From an optimization exercise on the open Yosys and OpenROAD flow, aimed at small area; shortcuts taken in it are not production practice.
Only simulation tests tie the RTL to the original design; equivalence was not proved.
Power and IR drop assume default switching activity.

## flow/design.v (module list and top-level ports; edited modules follow where they fit)
// module oc8051_top: 483 lines
// module oc8051_alu: 240 lines
// module oc8051_multiply: 28 lines
// module oc8051_divide: 41 lines
// module oc8051_ram_top: 114 lines
// module oc8051_ram_ao3n: 5 lines
// module oc8051_ram_nd2: 5 lines
// module oc8051_ram_256x8_two_bist: 37 lines
// module oc8051_alu_src_sel: 60 lines
// module oc8051_comp: 17 lines
// module oc8051_cy_select: 15 lines
// module oc8051_indi_addr: 47 lines
// module lp805x_sfrbuse: 21 lines
// module lp805x_sfrbusd: 14 lines
// module lp805x_syncg: 44 lines
// module myfifo: 26 lines
// module rwctl: 26 lines
// module sync2: 17 lines
// module oc8051_ports: 92 lines
// module oc8051_memory_interface: 655 lines
// module oc8051_sfr: 332 lines
// module oc8051_acc: 47 lines
// module oc8051_b_register: 21 lines
// module oc8051_sp: 40 lines
// module oc8051_dptr: 35 lines
// module oc8051_psw: 40 lines
// module oc8051_int: 219 lines
// module oc8051_tc: 138 lines
// module oc8051_tc2: 141 lines
// module oc8051_decoder: 2480 lines
module oc8051_top (
		wb_rst_i, 
		wb_clk_i,
		wbi_adr_o, 
		wbi_dat_i, 
		wbi_stb_o, 
		wbi_ack_i, 
		wbi_cyc_o, 
		wbi_err_i,
		wbd_dat_i, 
		wbd_dat_o,
		wbd_adr_o, 
		wbd_we_o, 
		wbd_ack_i,
		wbd_stb_o, 
		wbd_cyc_o, 
		wbd_err_i,
		p0_i,
		p0_o,
		p1_i,
		p1_o,
		t0_i, t1_i,
		t2_i, t2ex_i,
		ea_in
		);
  // ...
==> flow/flow/run.sh <==
#!/bin/bash
# Layout flow: the standard flow (standard.sh) with these changes:
#  - synthesis: ABC maps the logic with an area-oriented script (flow/area.script)
#    instead of ORFS's speed script; registers are mapped exactly as in the
#    standard synthesis (ABC only maps the combinational logic);
#  - synthesis keeps two tiny cells of the internal RAM (oc8051_ram_ao3n, the
#    read multiplexer's AND-OR-invert, and oc8051_ram_nd2, the row keep NAND)
#    as their own modules, so ABC maps each to one library cell; the standard flow's
#    synthesis wrapper flattens them afterwards, as usual;
#  - the few flip-flops that synthesis leaves with generated instance names get
#    the names the standard synthesis gives them (flow/rename_flops.py), so every
#    register keeps its standard name;
#  - port buffers: the smallest buffer (buf_1) instead of the default choice;
set -euo pipefail
W=$PWD
R=$W/orfs/results/sky130hd/oc8051_top/base

# 1. the standard synthesis, for the flip-flop names
bash standard.sh synth > "$W/flow_std_synth.log" 2>&1
cp "$R/1_2_yosys.v" "$W/std_1_2_yosys.v"
rm -f "$R/1_2_yosys.v" "$R/1_2_yosys.sdc" "$R/1_synth.odb" "$R/1_synth.sdc"

# 2. the area-oriented synthesis: ORFS's synth.tcl with the ABC script swapped
#    right after its preamble, inside the standard flow's synthesis wrapper
sed "s#^source \$::env(SCRIPTS_DIR)/synth_preamble.tcl\$#source \$::env(SCRIPTS_DIR)/synth_preamble.tcl\nset abc_args [lreplace \$abc_args 1 1 $W/flow/area.script]#" \
  "$FLOW_HOME/scripts/synth.tcl" > "$W/synth_area.tcl"
grep -q "flow/area.script" "$W/synth_area.tcl"
sed "s#\$::env(SCRIPTS_DIR)/synth.tcl#$W/synth_area.tcl#" synth_recipe.tcl > "$W/synth_recipe_area.tcl"
grep -q "synth_area.tcl" "$W/synth_recipe_area.tcl"
ARGS=(SYNTH_SCRIPT="$W/synth_recipe_area.tcl" SYNTH_KEEP_MODULES="oc8051_ram_ao3n oc8051_ram_nd2")
bash standard.sh "${ARGS[@]}" "$R/1_2_yosys.v" > "$W/flow_synth.log" 2>&1
cp "$R/1_2_yosys.v" "$W/area_1_2_yosys.v"

# 3. standard flip-flop names
python3 "$W/flow/rename_flops.py" "$W/std_1_2_yosys.v" "$R/1_2_yosys.v" > "$W/flow_rename.log" 2>&1

# 4. the rest of the flow
CTS="-sink_clustering_enable -repair_clock_nets -sink_clustering_size 12 -sink_clustering_max_diameter 80 -buf_list sky130_fd_sc_hd__clkbuf_8 -dont_use_dummy_load"
bash standard.sh "${ARGS[@]}" CTS_ARGS="$CTS" BUFFER_PORTS_ARGS="-buffer_cell sky130_fd_sc_hd__buf_1" finish > "$W/flow_make.log" 2>&1

# the layout's netlist must still carry the renamed flip-flops
python3 - "$W/std_1_2_yosys.v" "$R/6_final.v" > "$W/flow_check.log" 2>&1 <<'PY'
import re, sys
ff = re.compile(r'^\s*(sky130_fd_sc_hd__(?:df|edf|sdf|dl)\w*)\s+(\S+)\s*\(', re.M)
a = {n for _, n in ff.findall(open(sys.argv[1]).read())}
b = {n for _, n in ff.findall(open(sys.argv[2]).read())}
print(len(a), len(b), sorted(a - b)[:5], sorted(b - a)[:5])
PY
==> flow/flow/area.script <==
&get -n
&st
&syn2
&synch2
&dch -f
&put
amap
topo
==> flow/flow/rename_flops.py <==
#!/usr/bin/env python3
"""Give the flip-flops of a netlist the instance names the standard synthesis gave them.

usage: rename_flops.py STANDARD.v MINE.v

Flip-flops are paired by the name of the net on their Q pin (or, when that net has
no name of its own, the net on their D pin), and must have the same cell type up to
drive strength. Only flip-flops whose names differ are renamed; the script fails if
any flip-flop cannot be paired one to one.
"""
import re, sys

INST = re.compile(r'^(\s*)(sky130_fd_sc_hd__\w+)\s+(\S+)\s*\(\s*$')
FF = re.compile(r'^sky130_fd_sc_hd__(df|edf|sdf|dl)\w*$')


def parse(path):
    lines = open(path).read().split('\n')
    insts = []  # (line index, cell, name, pins)
    i = 0
    while i < len(lines):
        m = INST.match(lines[i])
        if m:
            j = i
            body = []
            while not lines[j].rstrip().endswith(');'):
                j += 1
                body.append(lines[j])
            pins = dict(re.findall(r'\.(\w+)\(\s*([^()]*?)\s*\)', ' '.join(body)))
            insts.append((i, m.group(2), m.group(3), pins))
            i = j
        i += 1
    return lines, insts


def auto(net):
    return net is None or re.fullmatch(r'_\d+_', net) is not None


def key(cell, pins):
    base = re.sub(r'_\d+$', '', cell)
    q = pins.get('Q')
    if not auto(q):
        return (base, 'Q', q)
    d = pins.get('D')
    if not auto(d):
        return (base, 'D', d)
    return None


def main():
    _, std = parse(sys.argv[1])
    lines, mine = parse(sys.argv[2])
    std_ff = [(c, n, p) for _, c, n, p in std if FF.match(c)]
    my_ff = [(i, c, n, p) for i, c, n, p in mine if FF.match(c)]
    if len(std_ff) != len(my_ff):
        sys.exit(f'flip-flop counts differ: {len(std_ff)} vs {len(my_ff)}')
    std_names = {n for _, n, _ in std_ff}
    by_key = {}
    for c, n, p in std_ff:
        k = key(c, p)
        if k is not None:
            by_key.setdefault(k, []).append(n)
    used = {n for _, _, n, _ in mine}
    renames = {}
    for i, c, n, p in my_ff:
        if n in std_names:
            continue
        k = key(c, p)
        cands = by_key.get(k, []) if k else []
        if len(cands) != 1:
            sys.exit(f'cannot pair flip-flop {n} ({c}, {p})')
        renames[i] = (n, cands[0])
    targets = [t for _, t in renames.values()]
    if len(set(targets)) != len(targets):
        sys.exit('two flip-flops paired with one name')
    # move any other instance out of the way of a new name
    taken = set(targets)
    fresh = 0
    for i, c, n, p in mine:
        if n in taken and i not in renames:
            while f'_rn{fresh}_' in used:
                fresh += 1
            new = f'_rn{fresh}_'
            used.add(new)
            renames[i] = (n, new)
    for i, (old, new) in renames.items():
        m = INST.match(lines[i])
        lines[i] = f'{m.group(1)}{m.group(2)} {new} ('
    open(sys.argv[2], 'w').write('\n'.join(lines))
    # check
    _, after = parse(sys.argv[2])
    names = [n for _, _, n, _ in after]
    if len(names) != len(set(names)):
        sys.exit('duplicate instance names after renaming')
    if {n for _, c, n, _ in after if FF.match(c)} != std_names:
        sys.exit('flip-flop names still differ')
    print(f'renamed {len(renames)} instances')


main()
==> flow/standard.sh <==
#!/bin/bash
# synth_recipe.tcl (not shown) runs the flow's synth.tcl, then flattens the netlist and writes it again
# the make line also repeats each setting of config.mk as NAME=value (left out here)
make -C /OpenROAD-flow-scripts/flow DESIGN_CONFIG=/design/flow/config.mk WORK_HOME=/design/flow/orfs CLKGATE_MAP_FILE= SYNTH_SCRIPT=/design/flow/synth_recipe.tcl "${@:-finish}"
==> flow/config.mk <==
export PLATFORM = sky130hd
export DESIGN_NAME = oc8051_top
export DESIGN_NICKNAME = oc8051_top
export VERILOG_FILES = /design/flow/design.v
export SDC_FILE = /design/flow/constraint.sdc
export NUM_CORES = 4
export LEC_CHECK = 0
export CAP_MARGIN = 35
export CORE_MARGIN = 2
export CORE_UTILIZATION = 65
export CTS_BUF_LIST = sky130_fd_sc_hd__clkbuf_8
export CTS_CLUSTER_DIAMETER = 80
export CTS_CLUSTER_SIZE = 12
export PLACE_DENSITY = 0.75
export SLEW_MARGIN = 35
==> flow/constraint.sdc <==
create_clock -name core_clock -period 20.0 [get_ports {wb_clk_i}]
set_input_delay 4.0000 -clock core_clock [delete_from_list [all_inputs] [get_ports {wb_clk_i}]]
set_output_delay 4.0000 -clock core_clock [all_outputs]
set_load 0.01 [all_outputs]
==> impl.org, run 1 <==
** Cells and area
- Flip-flop and latch count :: 2689
- The sequential cells in the finished layout cover a total of 56900 um2.
- Layout cells sized above 1 :: 0.0598
- Multi-input gate area in the final layout :: 47400 um2
- Clk tree area frac :: 0.0326
- Commonest cells after routing, fill and taps aside :: o22ai_1 (2434), dfxtp_1 (2115), nor2_1 (1287)
- The largest registers in the layout are oc8051_ram_top1.mem_q x2048, oc8051_indi_addr1.buff x64.
- For this run, the share of the core covered by cells in the final layout is 0.718.
- Fraction of standard cell area in multi-input logic :: 0.406

** Floorplanning
- For this configuration, the core starts out at a cell density of 0.655.
- Die footprint :: 167000 um2

** Flow run
- Number of max-cap violations :: 0

** Routing
- In this run, the number of DRC markers left after iteration 0 of detailed routing was 26000.
- Detailed Routing Iterations Pass 1 :: 19
- Vias :: 112000

** Timing
- For the pin with the worst max-slew slack, the measured transition is 1.15 ns.
- The max-slew violation count is 0.
- Final worst slack :: 1.38 ns
- The number of hold violations in the final report came to 0.

** Placed design
- Before CTS, the worst setup slack after placement is 3.49 ns.
- The placed instances occupy a cell area of 113000 um2.

** Pwr
- Clock power frac :: 0.171
- Logic pwr share :: 0.431
- Per report_power, the Combinational row totals 7.71 mW.
- Power per standard cell area :: 153 nW/um2
- IR analysis of the VDD net gives a maximum drop of 0.000215 V.
- Cell internal power was estimated by the tool at 9.79 mW.

** Synthesis
- After synthesis, the largest family of logic cells by area is compound AO/OA/AOI/OAI gates.
- Number of standard cells after synthesis :: 11000
- Flip-flop and latch count after synthesis :: 2689
- Of the total synthesized cell area, the portion taken by AND, OR, NAND and NOR gates is 0.111.
- Post-synthesis mux area share :: 0

** Setup path
- Critical path fanouts, max :: 13
- The worst register-to-register path ends at oc8051_sfr1.data_outd[2].

** Status
- Outcome :: finished clean

** Clock tree
- The clock passes through at most 4 buffers.
- After clock tree synthesis, the flow added hold-fix buffers numbering 0.
- After clock tree synthesis, the clock-pin slew on the worst setup and hold paths is 0.08 ns.

** GRT
- The via count of the first global-routing pass was 103000.

** Worst hold path
- The startpoint identified for the worst hold timing path is sync_1fp.syncwtor.ff1.
==> module oc8051_ram_top, before the edit <==
module oc8051_ram_top (clk, 
                       rst, 
		       rd_addr, 
		       rd_data, 
		       wr_addr, 
		       bit_addr, 
		       wr_data, 
		       wr, 
		       bit_data_in, 
		       bit_data_out
		       );
parameter ram_aw = 8;  
input clk, wr, bit_addr, bit_data_in, rst;
input [7:0] wr_data;
input [7:0] rd_addr, wr_addr;
output bit_data_out;
output [7:0] rd_data;
reg [7:0] wr_data_m;
reg [7:0] rd_addr_m, wr_addr_m;
reg        bit_addr_r;
reg  [2:0] bit_select;
assign bit_data_out = rd_data[bit_select];
reg           ph;
reg           pw_wr,
              pw_wr_n;
reg    [7:0]  pw_addr,
              pw_addr_n,
              pw_dat;
reg    [7:0]  rd_addr_r;
reg           zero_r;
reg    [2047:0] mem_q;
always @(posedge clk)
begin
  ph        <= !ph;
  pw_wr     <= wr;
  pw_wr_n   <= !wr;
  pw_addr   <= wr_addr_m;
  pw_addr_n <= ~wr_addr_m;
  pw_dat    <= wr_data_m;
  zero_r    <= rst;
  rd_addr_r <= rd_addr_m;
end
wire [15:0] wr_hi = pw_wr ? (16'h1 << pw_addr[7:4]) : 16'h0;
wire [15:0] wr_lo = 16'h1 << pw_addr[3:0];
wire [15:0] kp_hi = !pw_wr_n ? (16'h1 << ~pw_addr_n[7:4]) : 16'h0;
wire [15:0] kp_lo = 16'h1 << ~pw_addr_n[3:0];
wire [7:0]  wr_val_n = pw_dat ^ {8{ph}};
genvar gr;
generate
  for (gr = 0; gr < 256; gr = gr + 1) begin : g_row
    wire row_wr   = wr_hi[gr / 16] & wr_lo[gr % 16];
    wire row_keep;
    oc8051_ram_nd2 u_keep(.a(kp_hi[gr / 16]), .b(kp_lo[gr % 16]), .y(row_keep));
    always @(posedge clk)
      mem_q[gr*8 +: 8] <= ~((mem_q[gr*8 +: 8] | {8{row_wr}}) & ({8{row_keep}} | wr_val_n));
  end
endgenerate
wire [15:0]  rd_hi = 16'h1 << rd_addr_r[7:4];
wire [15:0]  rd_lo = 16'h1 << rd_addr_r[3:0];
wire [255:0] rd_sel;
wire [7:0]   rd_mux;
genvar gs, gb, gt;
generate
  for (gs = 0; gs < 256; gs = gs + 1) begin : g_sel
    assign rd_sel[gs] = rd_hi[gs / 16] & rd_lo[gs % 16];
  end
  for (gb = 0; gb < 8; gb = gb + 1) begin : g_rbit
    wire [85:0] t;
    for (gt = 0; gt < 85; gt = gt + 1) begin : g_t
      oc8051_ram_ao3n u_ao(.a(mem_q[(3*gt)*8+gb]),   .b(rd_sel[3*gt]),
                           .c(mem_q[(3*gt+1)*8+gb]), .d(rd_sel[3*gt+1]),
                           .e(mem_q[(3*gt+2)*8+gb]), .f(rd_sel[3*gt+2]),
                           .y(t[gt]));
    end
    assign t[85] = !(mem_q[255*8+gb] & rd_sel[255]);
    assign rd_mux[gb] = !(&t);
  end
endgenerate
wire [7:0] rd_cell = rd_mux ^ {8{ph}};
assign rd_data = zero_r ? 8'h00 :
                 (pw_wr && (pw_addr == rd_addr_r)) ? pw_dat : rd_cell;
always @(posedge clk)
  if (rst) begin
    bit_addr_r <= 1'b0;
    bit_select <= 3'b0;
  end else begin
    bit_addr_r <= bit_addr;
    bit_select <= rd_addr[2:0];
  end
always @(rd_addr or bit_addr)
  casex ( {bit_addr, rd_addr[7]} )  
      2'b0?: rd_addr_m = rd_addr;
      2'b10: rd_addr_m = {4'b0010, rd_addr[6:3]};
      2'b11: rd_addr_m = {1'b1, rd_addr[6:3], 3'b000};
  endcase
always @(wr_addr or bit_addr_r)
  casex ( {bit_addr_r, wr_addr[7]} )  
      2'b0?: wr_addr_m = wr_addr;
      2'b10: wr_addr_m = {8'h00, 4'b0010, wr_addr[6:3]};
      2'b11: wr_addr_m = {8'h00, 1'b1, wr_addr[6:3], 3'b000};
  endcase
always @(rd_data or bit_select or bit_data_in or wr_data or bit_addr_r)
  casex ( {bit_addr_r, bit_select} )  
      4'b0_???: wr_data_m = wr_data;
      4'b1_000: wr_data_m = {rd_data[7:1], bit_data_in};
      4'b1_001: wr_data_m = {rd_data[7:2], bit_data_in, rd_data[0]};
      4'b1_010: wr_data_m = {rd_data[7:3], bit_data_in, rd_data[1:0]};
      4'b1_011: wr_data_m = {rd_data[7:4], bit_data_in, rd_data[2:0]};
      4'b1_100: wr_data_m = {rd_data[7:5], bit_data_in, rd_data[3:0]};
      4'b1_101: wr_data_m = {rd_data[7:6], bit_data_in, rd_data[4:0]};
      4'b1_110: wr_data_m = {rd_data[7], bit_data_in, rd_data[5:0]};
      4'b1_111: wr_data_m = {bit_data_in, rd_data[6:0]};
  endcase
endmodule
==> run 2, diff against run 1 <==
--- a/flow/design.v
+++ b/flow/design.v
@@ -818,7 +818,6 @@
 reg        bit_addr_r;
 reg  [2:0] bit_select;
 assign bit_data_out = rd_data[bit_select];
-reg           ph;
 reg           pw_wr,
               pw_wr_n;
 reg    [7:0]  pw_addr,
@@ -829,7 +828,6 @@
 reg    [2047:0] mem_q;
 always @(posedge clk)
 begin
-  ph        <= !ph;
   pw_wr     <= wr;
   pw_wr_n   <= !wr;
   pw_addr   <= wr_addr_m;
@@ -842,7 +840,6 @@
 wire [15:0] wr_lo = 16'h1 << pw_addr[3:0];
 wire [15:0] kp_hi = !pw_wr_n ? (16'h1 << ~pw_addr_n[7:4]) : 16'h0;
 wire [15:0] kp_lo = 16'h1 << ~pw_addr_n[3:0];
-wire [7:0]  wr_val_n = pw_dat ^ {8{ph}};
 genvar gr;
 generate
   for (gr = 0; gr < 256; gr = gr + 1) begin : g_row
@@ -850,7 +847,7 @@
     wire row_keep;
     oc8051_ram_nd2 u_keep(.a(kp_hi[gr / 16]), .b(kp_lo[gr % 16]), .y(row_keep));
     always @(posedge clk)
-      mem_q[gr*8 +: 8] <= ~((mem_q[gr*8 +: 8] | {8{row_wr}}) & ({8{row_keep}} | wr_val_n));
+      mem_q[gr*8 +: 8] <= (mem_q[gr*8 +: 8] | {8{row_wr}}) & ({8{row_keep}} | pw_dat);
   end
 endgenerate
 wire [15:0]  rd_hi = 16'h1 << rd_addr_r[7:4];
@@ -874,7 +871,7 @@
     assign rd_mux[gb] = !(&t);
   end
 endgenerate
-wire [7:0] rd_cell = rd_mux ^ {8{ph}};
+wire [7:0] rd_cell = rd_mux;
 assign rd_data = zero_r ? 8'h00 :
                  (pw_wr && (pw_addr == rd_addr_r)) ? pw_dat : rd_cell;
 always @(posedge clk)
==> impl.org, run 2 <==
** Cells and area
- The register with the most flip-flops in the layout has 2048 of them.
- The fraction of layout cells with a size suffix above 1 came to 0.0576 (-0.00219).
- The count of cells in the finished layout, fillers not included, comes to 14000.
- Sequential cell area :: 56900 um2 (about the same)
- Multi-input gate area in the final layout :: 52400 um2 (+10%)
- Total Nets Final :: 11900
- The library cell used most frequently in the layout, excluding fill and tap cells, is dfxtp_1.
- The largest registers in the layout are oc8051_ram_top1.mem_q x2048, oc8051_indi_addr1.buff x64.
- Counting flops per register, the top entry is oc8051_ram_top1.mem_q.
- Design area :: 122000 um2
- P&R area growth vs syn :: 8.79%
- Fillers :: 12700
- Commonest cells after routing, fill and taps aside :: dfxtp_1 (2107), o22a_1 (2101), nor2_1 (1319)

** Pwr
- The power density relative to cell area came to 147 nW/um2 (-4.0%).
- The largest vdd supply drop is 0.000175 V (-18%).
- PnR Total Power :: 17.9 mW
- Of the total power, registers draw 0.399.
- Clock power frac :: 0.170 (about the same)
- For this design the static power due to leakage is 43.1 nW.
- Summed over all nets, the switching power comes to 8.04 mW.
- The relative contribution of combinational cells to total power is 0.431 (about the same).
- The internal power component is 9.83 mW (+0.44%).
- Of the total power, the share spent switching nets is 0.450.

** Routing
- Remaining antenna violation count :: 0
- In the final routed layout, each cell accounts on average for 32.8 um.
- Number of remaining DRC errors :: 0
- Total wire length after detailed routing :: 458000 um
- Dividing the detail-routed via count by the number of cells gives 7.96.
- Vias :: 111000 (-0.94%)
- Detailed Routing Iterations Pass 1 :: 17 (-2)
- The number of violations reported at the end of detailed-routing iteration 0 came to 21400 (-18%).

** Timing
- The number of hold violations in the final report was 0 (unchanged).
- The clock arrives with 0.112 ns of skew.
- The slew at the pin closest to its max-slew limit is 1.07 ns (-0.0772 ns).
- Post-route clock period utilization :: 0.886
- In the final timing run, aggregate negative setup slack is 0 ns.
- The final setup slack of the worst path is 2.29 ns (+0.908 ns).
- Unrepaired setup endpoints after global routing :: false
- Counting I/O delays and the setup requirement, the final critical path takes 17.71 ns.
- Slew headroom :: 0.276
- Number of setup violations in the final report :: 0
- Timing-limited maximum frequency :: 0.0565 GHz
- Final Max Slew Viols :: 0 (unchanged)

** Setup path
- Element type at the critical path end :: primary output
- Worst setup path category :: register to primary output
- The largest driver fanout on the critical path is 12 (-1).
- For the worst setup path, the data arrival time is 13.71 ns.
- Setup crit start :: oc8051_ram_top1.rd_addr_r[2]
- CP max stage delay :: 0.91 ns
- STA puts the critical path data required time at 16.00 ns.
- CP max stage cell :: a222oi_1
- The most numerous cell type found on the critical path is clkinv_1.
- The worst setup path is launched from a register.
- Reg-to-reg critical path startpoint :: oc8051_ram_top1.rd_addr_r[2]
- Family with the most delay on the worst path :: compound AO/OA/AOI/OAI gates
- The critical path contains buffers and inverters numbering 15 combined.

** Synthesis
- The gate count after technology mapping came to 11000 (+0.15%).
- Of the synthesized area, sequential elements account for 0.509.
- Fraction of registers with async set or reset after synthesis :: 0.202
- After synthesis the cells add up to 112000 um2.
- During synthesis, Yosys emitted a total of 31 warnings.
- dfxtp_1 takes more of the synthesized area than any other cell.
- Most used flip-flop cell after synthesis :: dfxtp_1
- Dividing the synthesized area by the synthesized cell count gives 10.1 um2.
- After synthesis, the netlist uses 64 different library cells.
- Leading cell types by total area after synthesis :: dfxtp_1 (38%), o22a_1 (16%), dfrtp_1 (12%)
- Fraction of synthesized cell area taken by the top area cell type :: 0.379
- The register bit count reported by yosys is 2688 (-0.037%).
- Commonest cells in the netlist :: dfxtp_1 (2115), o22a_1 (2101), nor2_1 (1358), clkinv_1 (783), a222oi_1 (717)
- The synthesized design contains 29 enable-type register cells.
- Cell with the most instances after synthesis :: dfxtp_1

** Placed design
- Detail Placement HPWL :: 315000 um
- Input/output buffers :: 123
- The worst slack after detailed placement came to 3.69 ns (+0.196 ns).
- Routability-driven placement congestion ratio :: 1.11
- Post-detailed-placement cell area :: 117000 um2 (+4.2%)
- Cell total after placement :: 13700

** Clock tree
- Post-CTS Hold Buffers :: 0 (unchanged)
- Number of clock sinks seen by CTS :: 2688
- Clock buffers created by TritonCTS :: 277
- In this run, post-CTS repair resized a total of 0 instances.
- Clock input transition at the sequential cells of the worst setup and hold paths :: 0.09 ns (about the same)
- The maximum number of buffers from clock root to sink is 4 (unchanged).
- # Post-CTS Setup Buffers :: 0
- In this run the number of H-tree levels came out at 5.
- The tree is rooted in a clkbuf_8.
- TritonCTS clock tree :: built
- At the later pin of the worst-skew pair, clock insertion delay measures 1.11 ns.

** Floorplanning
- The starting utilization of the core area was 0.653 (-0.00234).
- Number of placed I/O pins :: 128
- The die is 419 um wide.
- The region available for standard cell placement spans 171000 um2.
- Die Height :: 419 um
- The initialized floorplan defines 152 standard-cell rows.
- Die footprint :: 175000 um2 (+4.7%)

** GRT
- The via count of the first global-routing pass is 103000 (-0.86%).
- After global routing the overflow that remains totals 0.
- Entering global routing, the biggest net connects 173 pins.
- In the global route stage, overall resource usage came out at 0.503.
- The first global-routing pass estimated 663000 um of wire.
- The initial antenna violation count is 23.

** Worst hold path
- The worst hold path begins at sync_1tp.syncrtow.ff1.
- The path class of the tightest hold or removal check is register to register.

** Status
- Outcome :: finished clean

** Flow run
- The count of maximum capacitance violations is 0 (unchanged).
## run 2: cell types whose count changed after synthesis, sizes merged, moves of 9 or more
cell,previous run,this run
or4,11,20
o22a,45,2101
nand3,92,105
a221oi,83,67
nand2,617,634
o22ai,2436,395
a21oi,333,284
a221o,9,23
a2111oi,43,29
clkinv,762,783
nor2,1314,1358
o221ai,115,124
nor3,162,148
o21ai,398,388
## run 2: per-module statistics from Yosys, one instance, submodules excluded
module | copies in the design | area [um2] | cells | flops+latches
oc8051_top | 1 | 104000 | 10100 | 2688
oc8051_ram_nd2 | 256 | 3.75 | 1 | 0
oc8051_ram_ao3n | 680 | 10.0 | 1 | 0
## run 2: power groups by stage
stage / logic, mW / registers, mW / clock network (mW)
finish: 7.70 / 7.14 / 3.04
global route: 7.93 / 7.19 / 3.23
CTS: 7.22 / 7.07 / 3.03
detailed placement: 7.19 / 7.19 / 0
global placement: 7.04 / 7.13 / 0
floorplan: 4.01 / 7.17 / 0
## run 2: cell families (layout without fill, tap and decap cells)
kind of cell,count (synthesis),count (layout),share of synthesized area
flip-flops,2688,2688,0.509
buffers and inverters,788,1459,0.0266
other,1,25,0.0000336
adder cells (fa/ha/maj),165,165,0.0201
AO/OA/AOI/OAI,4633,4633,0.337
XOR/XNOR,1,1,0.0000784
AND/OR/NAND/NOR,2760,2760,0.108
## run 2: layer usage
metal | track usage | share of wire | routed length, um
met1 | 0.601 | 0.33 | 153000
met2 | 0.728 | 0.41 | 188000
met3 | 0.160 | 0.14 | 65500
met4 | 0.443 | 0.11 | 50400
met5 | 0.00333 | 0.00069 | 318
## run 2: final timing paths
kind	end	slack, ns	depth (start not counted)
hold reg to reg	sync_1tp.syncrtow.ff2	0.35	0
setup reg to reg	oc8051_sfr1.data_outd[0]	4.54	53
max in group asynchronous	oc8051_indi_addr1.buff[2][4]	14.83	4
hold / removal	sync_1tp.syncrtow.ff2	0.35	0
min in group asynchronous	oc8051_memory_interface1.idat_old[0]	3.00	1
setup / recovery	wbi_adr_o[4]	2.29	47
## run 2: final cells by class
cell class	instances	share of cell area
tap	2233	0.0230
multi-input combinational	7561	0.431
inverter	783	0.0242
clock buffer	277	0.0314
antenna	23	0.000473
sequential	2688	0.468
timing repair buffer	399	0.0225
## run 2: per-stage QoR
stage / hold WS [ns] / utilization
detailed placement: 0.335 / 0.686
global placement: 0.334 / 0.684
global route: 0.354 / 0.710
floorplan: 0.331 / -
finish: 0.350 / 0.710
CTS: 0.351 / 0.708

-- afterwards: timing with drivers on the ports --
No port has a modelled driver above. Below, the same layouts with a new extraction and two added sets of constraints. Step 1 sets driving cells, clkbuf_16 on the clock port and buf_2 on the other inputs (assumed; they add their load-dependent delay and slew). Step 2 moves the port delays by t, midway between the first and last clock arrival at a register: inputs arrive t later, outputs are due t later. That takes back most of the time a late clock gives input paths. a / b / c = ideal ports / drivers / drivers and shift; a / b = the first two.
run | t, ns | setup slack, ns | worst slew at a driven data input, ns
run 1 | 1.143 | 1.382 / 1.285 / 2.429 | 0.04
run 2 | 1.141 | 2.289 / 2.198 / 3.043 | 0.04
After both steps every run listed still meets setup and hold.
